This is an optimization exercise on Yosys and OpenROAD, whose aim is small area, a short achievable clock period and few clock cycles, not a production implementation.

rev 12:
==> module path_math, before the edit <==
module path_math
    (input [11:0] location,  
     input [11:0] target,  
     input [4:0] current_orientation,  
     input clock,
     input enable,
     input reset,
     output reg done,
     output [4:0] needed_orientation,  
     output [11:0] move_command);  
   wire [7:0] xm_l, ym_l, xm_t, ym_t;
   wire       xs_l, xs_t;
   ptc_mag ptc_l (.r_theta(location), .xm(xm_l), .ym(ym_l), .xs(xs_l));
   ptc_mag ptc_t (.r_theta(target),   .xm(xm_t), .ym(ym_t), .xs(xs_t));
   wire       xsame = (xs_t == xs_l);
   wire [8:0] ex_a = {1'b0, xm_t};
   wire [8:0] ex_b = {1'b0, xm_l} ^ {9{xsame}};
   wire [8:0] dy_a = {1'b0, ym_t};
   wire [8:0] dy_b = ~{1'b0, ym_l};
   wire [4:0] ex_lo_t = {1'b0, ex_a[3:0]} + {1'b0, ex_b[3:0]} + {4'd0, xsame};
   wire [4:0] dy_lo_t = {1'b0, dy_a[3:0]} + {1'b0, dy_b[3:0]} + 5'd1;
   reg [4:0] ex_lo, dy_lo;
   reg [3:0] exa_hi, dya_hi;
   reg [4:0] exb_hi, dyb_hi;
   reg       exneg, busy;
   always @(posedge clock) begin
      ex_lo <= ex_lo_t;
      dy_lo <= dy_lo_t;
      exa_hi <= ex_a[7:4];
      exb_hi <= ex_b[8:4];
      dya_hi <= dy_a[7:4];
      dyb_hi <= dy_b[8:4];
      exneg <= xs_t;
      busy <= enable & ~reset;
   end
   wire [4:0] ex_hi = {1'b0, exa_hi} + exb_hi + {4'd0, ex_lo[4]};
   wire [4:0] dy_hi = {1'b0, dya_hi} + dyb_hi + {4'd0, dy_lo[4]};
   wire [8:0] ex = {ex_hi, ex_lo[3:0]};
   wire [8:0] dy = {dy_hi, dy_lo[3:0]};
   wire       ex_nz = |ex;
   wire       dxneg = exneg ? ((ex_nz & ~ex[8]) | (ex == 9'h100)) : ex[8];
   wire       dyneg = dy[8];
   wire [1:0] quad = {dyneg, dxneg ^ dyneg};  
   wire       sx = ex[8];
   wire       sy = dy[8];
   wire [7:0] ac = ex[7:0] ^ {8{sx}};
   wire [7:0] yc = dy[7:0] ^ {8{sy}};
   wire [7:0] y, a;
   pm_abs ab (.ac(ac), .sx(sx), .yc(yc), .sy(sy), .y(y), .a(a));
   wire ysmall = dy[8] ? (dy[7:0] >= 8'hFC) : (dy[7:0] <= 8'd4);
   wire asmall = ex[8] ? ((ex[7:0] >= 8'hFC) || (ex[7:0] == 8'h00)) : (ex[7:0] <= 8'd4);
   wire c12, c23, c34, c45;
   pm_compare cmp (.a(a), .y(y), .c12(c12), .c23(c23), .c34(c34), .c45(c45));
   wire       same = (location[11:8] == target[11:8]);
   wire [4:0] sum_s = {1'b0, location[11:8]} + ((target[7:0] >= location[7:0]) ? 5'd0 : 5'd12);
   wire [4:0] need_s = (sum_s >= 5'd24) ? sum_s - 5'd24 : sum_s;
   wire       pre = same | ysmall | asmall;
   wire [4:0] need_p = same ? need_s : (ysmall ? (dxneg ? 5'd12 : 5'd0) : (dyneg ? 5'd18 : 5'd6));
   reg  [2:0] ba_p;
   always @(*) begin
      case (quad)
         2'd1: ba_p = 3'd4 - need_p[2:0];
         2'd2: ba_p = need_p[2:0] + 3'd4;
         2'd3: ba_p = 3'd0 - need_p[2:0];
         default: ba_p = need_p[2:0];
      endcase
   end
   wire use_a = pre & ((ba_p == 3'd0) | (ba_p == 3'd7));
   reg       r_c12, r_c23, r_c34, r_c45, r_pre;
   reg [1:0] r_quad;
   reg [4:0] r_need_p, cur;
   reg [7:0] ry;
   always @(posedge clock) begin
      if (reset) begin
         done <= 1'b0;
      end else if (busy) begin
         done <= 1'b1;
      end else if (enable) begin
         done <= 1'b0;
      end
      if (busy) begin
         r_c12 <= c12;
         r_c23 <= c23;
         r_c34 <= c34;
         r_c45 <= c45;
         r_pre <= pre;
         r_quad <= quad;
         r_need_p <= need_p;
         cur <= current_orientation;
         ry <= use_a ? a : y;
      end
   end
   wire is1 = ~r_c12 & ~r_c23 & ~r_c34 & ~r_c45;
   wire is5 = r_c12 & r_c23 & r_c34 & r_c45;
   wire is2 = ~is1 & ~is5 & ~r_c23 & ~r_c34;
   wire is4 = ~is1 & ~is5 & r_c23 & r_c34;
   wire [2:0] b = is1 ? 3'd1 : (is5 ? 3'd5 : (is2 ? 3'd2 : (is4 ? 3'd4 : 3'd3)));
   reg [4:0] need_n;
   always @(*) begin
      case (r_quad)
         2'd1: need_n = 5'd12 - b;
         2'd2: need_n = 5'd12 + b;
         2'd3: need_n = 5'd24 - b;
         default: need_n = {2'b00, b};
      endcase
   end
   wire [4:0] need = r_pre ? r_need_p : need_n;
   reg  [2:0] ba_o;
   always @(*) begin
      case (r_quad)
         2'd1: ba_o = 3'd4 - r_need_p[2:0];
         2'd2: ba_o = r_need_p[2:0] + 3'd4;
         2'd3: ba_o = 3'd0 - r_need_p[2:0];
         default: ba_o = r_need_p[2:0];
      endcase
   end
   wire [2:0] ba = r_pre ? ba_o : b;
   wire [6:0] d1, d3, d4, d5;
   pm_distance dd (.y(ry), .d1(d1), .d3(d3), .d4(d4), .d5(d5));
   reg  [6:0]  dist_v;
   always @(*) begin
      case (ba)
         3'd1: dist_v = d1;
         3'd2: dist_v = 7'd0;
         3'd3: dist_v = d3;
         3'd4: dist_v = d4;
         3'd5: dist_v = d5;
         default: dist_v = ry[6:0];   
      endcase
   end
   wire [4:0] angle = need - cur + ((cur > need) ? 5'd24 : 5'd0);
   assign needed_orientation = need;
   assign move_command = {angle, dist_v};
endmodule
==> module ptc_mag, before the edit <==
module ptc_mag
    (input [11:0] r_theta,
     output reg [7:0] xm,
     output reg [7:0] ym,
     output xs);
   wire [7:0] r = r_theta[7:0];
   wire [3:0] t = r_theta[11:8];
   wire [6:0] m15;                    
   wire [7:0] m30 = {2'b00, r[7:2]};
   wire [7:0] m45, m60, m75;          
   pm_ptc_products pp (.r(r), .m15(m15), .m45(m45), .m60(m60), .m75(m75));
   wire [2:0] k = (t <= 4'd6) ? t[2:0] : ((t <= 4'd12) ? 3'd4 - t[2:0] : 3'd0);
   assign xs = (t >= 4'd7) && (t <= 4'd12);
   always @(*) begin
      case (k)
        3'd1: begin xm = m75; ym = {1'b0, m15}; end
        3'd2: begin xm = m60; ym = m30; end
        3'd3: begin xm = m45; ym = m45; end
        3'd4: begin xm = m30; ym = m60; end
        3'd5: begin xm = {1'b0, m15}; ym = m75; end
        3'd6: begin xm = 8'd0; ym = r; end
        default: begin xm = r; ym = 8'd0; end
      endcase
   end
endmodule
clock: 12.0 ns
lec_check: 0
cap_margin: 5
core_margin: 2
core_utilization: 60
setup_slack_margin: 5
slew_margin: 5
run.sh (not shown) runs the stock make flow with config.mk's settings and CLKGATE_MAP_FILE= SYNTH_SCRIPT=/design/flow/synth_recipe.tcl, a recipe that flattens the netlist after the stock synthesis.
Looking at the reports, rev 12 completed the entire flow and the layout it produced met the timing, design-rule and antenna checks.
[inputs] rev 13 vs rev 12
diff --git a/flow/design.v b/flow/design.v
--- a/flow/design.v
+++ b/flow/design.v
@@ -375,32 +375,20 @@
    wire       xs_l, xs_t;
    ptc_mag ptc_l (.r_theta(location), .xm(xm_l), .ym(ym_l), .xs(xs_l));
    ptc_mag ptc_t (.r_theta(target),   .xm(xm_t), .ym(ym_t), .xs(xs_t));
    wire       xsame = (xs_t == xs_l);
-   wire [8:0] ex_a = {1'b0, xm_t};
-   wire [8:0] ex_b = {1'b0, xm_l} ^ {9{xsame}};
-   wire [8:0] dy_a = {1'b0, ym_t};
-   wire [8:0] dy_b = ~{1'b0, ym_l};
-   wire [4:0] ex_lo_t = {1'b0, ex_a[3:0]} + {1'b0, ex_b[3:0]} + {4'd0, xsame};
-   wire [4:0] dy_lo_t = {1'b0, dy_a[3:0]} + {1'b0, dy_b[3:0]} + 5'd1;
-   reg [4:0] ex_lo, dy_lo;
-   reg [3:0] exa_hi, dya_hi;
-   reg [4:0] exb_hi, dyb_hi;
+   wire [9:0] ex_s = {1'b0, xm_t, xsame} + {xsame, xm_l ^ {8{xsame}}, xsame};
+   wire [9:0] dy_s = {1'b0, ym_t, 1'b1} + {1'b1, ~ym_l, 1'b1};
+   wire [8:0] ex_t = ex_s[9:1];
+   wire [8:0] dy_t = dy_s[9:1];
+   reg [8:0] ex, dy;
    reg       exneg, busy;
    always @(posedge clock) begin
-      ex_lo <= ex_lo_t;
-      dy_lo <= dy_lo_t;
-      exa_hi <= ex_a[7:4];
-      exb_hi <= ex_b[8:4];
-      dya_hi <= dy_a[7:4];
-      dyb_hi <= dy_b[8:4];
+      ex <= ex_t;
+      dy <= dy_t;
       exneg <= xs_t;
       busy <= enable & ~reset;
    end
-   wire [4:0] ex_hi = {1'b0, exa_hi} + exb_hi + {4'd0, ex_lo[4]};
-   wire [4:0] dy_hi = {1'b0, dya_hi} + dyb_hi + {4'd0, dy_lo[4]};
-   wire [8:0] ex = {ex_hi, ex_lo[3:0]};
-   wire [8:0] dy = {dy_hi, dy_lo[3:0]};
    wire       ex_nz = |ex;
    wire       dxneg = exneg ? ((ex_nz & ~ex[8]) | (ex == 9'h100)) : ex[8];
    wire       dyneg = dy[8];
    wire [1:0] quad = {dyneg, dxneg ^ dyneg};  
@@ -507,18 +495,18 @@
    wire [7:0] m45, m60, m75;          
    pm_ptc_products pp (.r(r), .m15(m15), .m45(m45), .m60(m60), .m75(m75));
    wire [2:0] k = (t <= 4'd6) ? t[2:0] : ((t <= 4'd12) ? 3'd4 - t[2:0] : 3'd0);
    assign xs = (t >= 4'd7) && (t <= 4'd12);
+   wire j1 = (k == 3'd1) | (k == 3'd5);
+   wire j2 = (k == 3'd2) | (k == 3'd4);
+   wire j3 = (k == 3'd3);
+   wire j0 = ~(j1 | j2 | j3);
+   wire [7:0] sm = ({8{j1}} & {1'b0, m15}) | ({8{j2}} & m30) | ({8{j3}} & m45);
+   wire [7:0] lg = ({8{j1}} & m75) | ({8{j2}} & m60) | ({8{j3}} & m45) | ({8{j0}} & r);
+   wire swap = (k >= 3'd4);
    always @(*) begin
-      case (k)
-        3'd1: begin xm = m75; ym = {1'b0, m15}; end
-        3'd2: begin xm = m60; ym = m30; end
-        3'd3: begin xm = m45; ym = m45; end
-        3'd4: begin xm = m30; ym = m60; end
-        3'd5: begin xm = {1'b0, m15}; ym = m75; end
-        3'd6: begin xm = 8'd0; ym = r; end
-        default: begin xm = r; ym = 8'd0; end
-      endcase
+      xm = swap ? sm : lg;
+      ym = swap ? lg : sm;
    end
 endmodule
 module pm_ptc_products
    (input [7:0] r,
Findings:
- The buffer share of cell area of rev 13 is lower than that of rev 12.
- Compared with rev 12, in rev 13 cell area after synthesis shrank by about 2.8%, via count lower, synthesis-to-finish area growth moved down, final area decreased by about 5.5% relative to the old numbers.
No functional check of the RTL was part of any run of this note.

==> static timing again, ports no longer ideal <==
How much do the figures lean on ideal ports? The routed layouts below were timed once more, with nothing changed but the port constraints.
Step 1 sets driving cells, clkbuf_16 on the clock port and buf_2 on the other inputs (assumed; they add their load-dependent delay and slew).
Step 2 moves the port delays by t, midway between the first and last clock arrival at a register: inputs arrive t later, outputs are due t later. That takes back most of the time a late clock gives input paths.
a / b / c = ideal ports / drivers / drivers and shift; a / b = the first two.
| run | t, ns | slack for setup (ns) | clock arrival spread, ns | worst register clock-pin slew, ns |
|---|---|---|---|---|
| rev 12 | 0.333 | 4.635 / 4.635 / 4.635 | 0.007 / 0.007 | 0.08 / 0.08 |
| rev 13 | 0.320 | 5.082 / 5.095 / 4.775 | 0.007 / 0.007 | 0.07 / 0.07 |
After both steps setup and hold are still met in every run listed. For rev 13, which loses most, drivers alone change the setup slack by +0.013 ns; drivers and shift together by -0.307 ns.
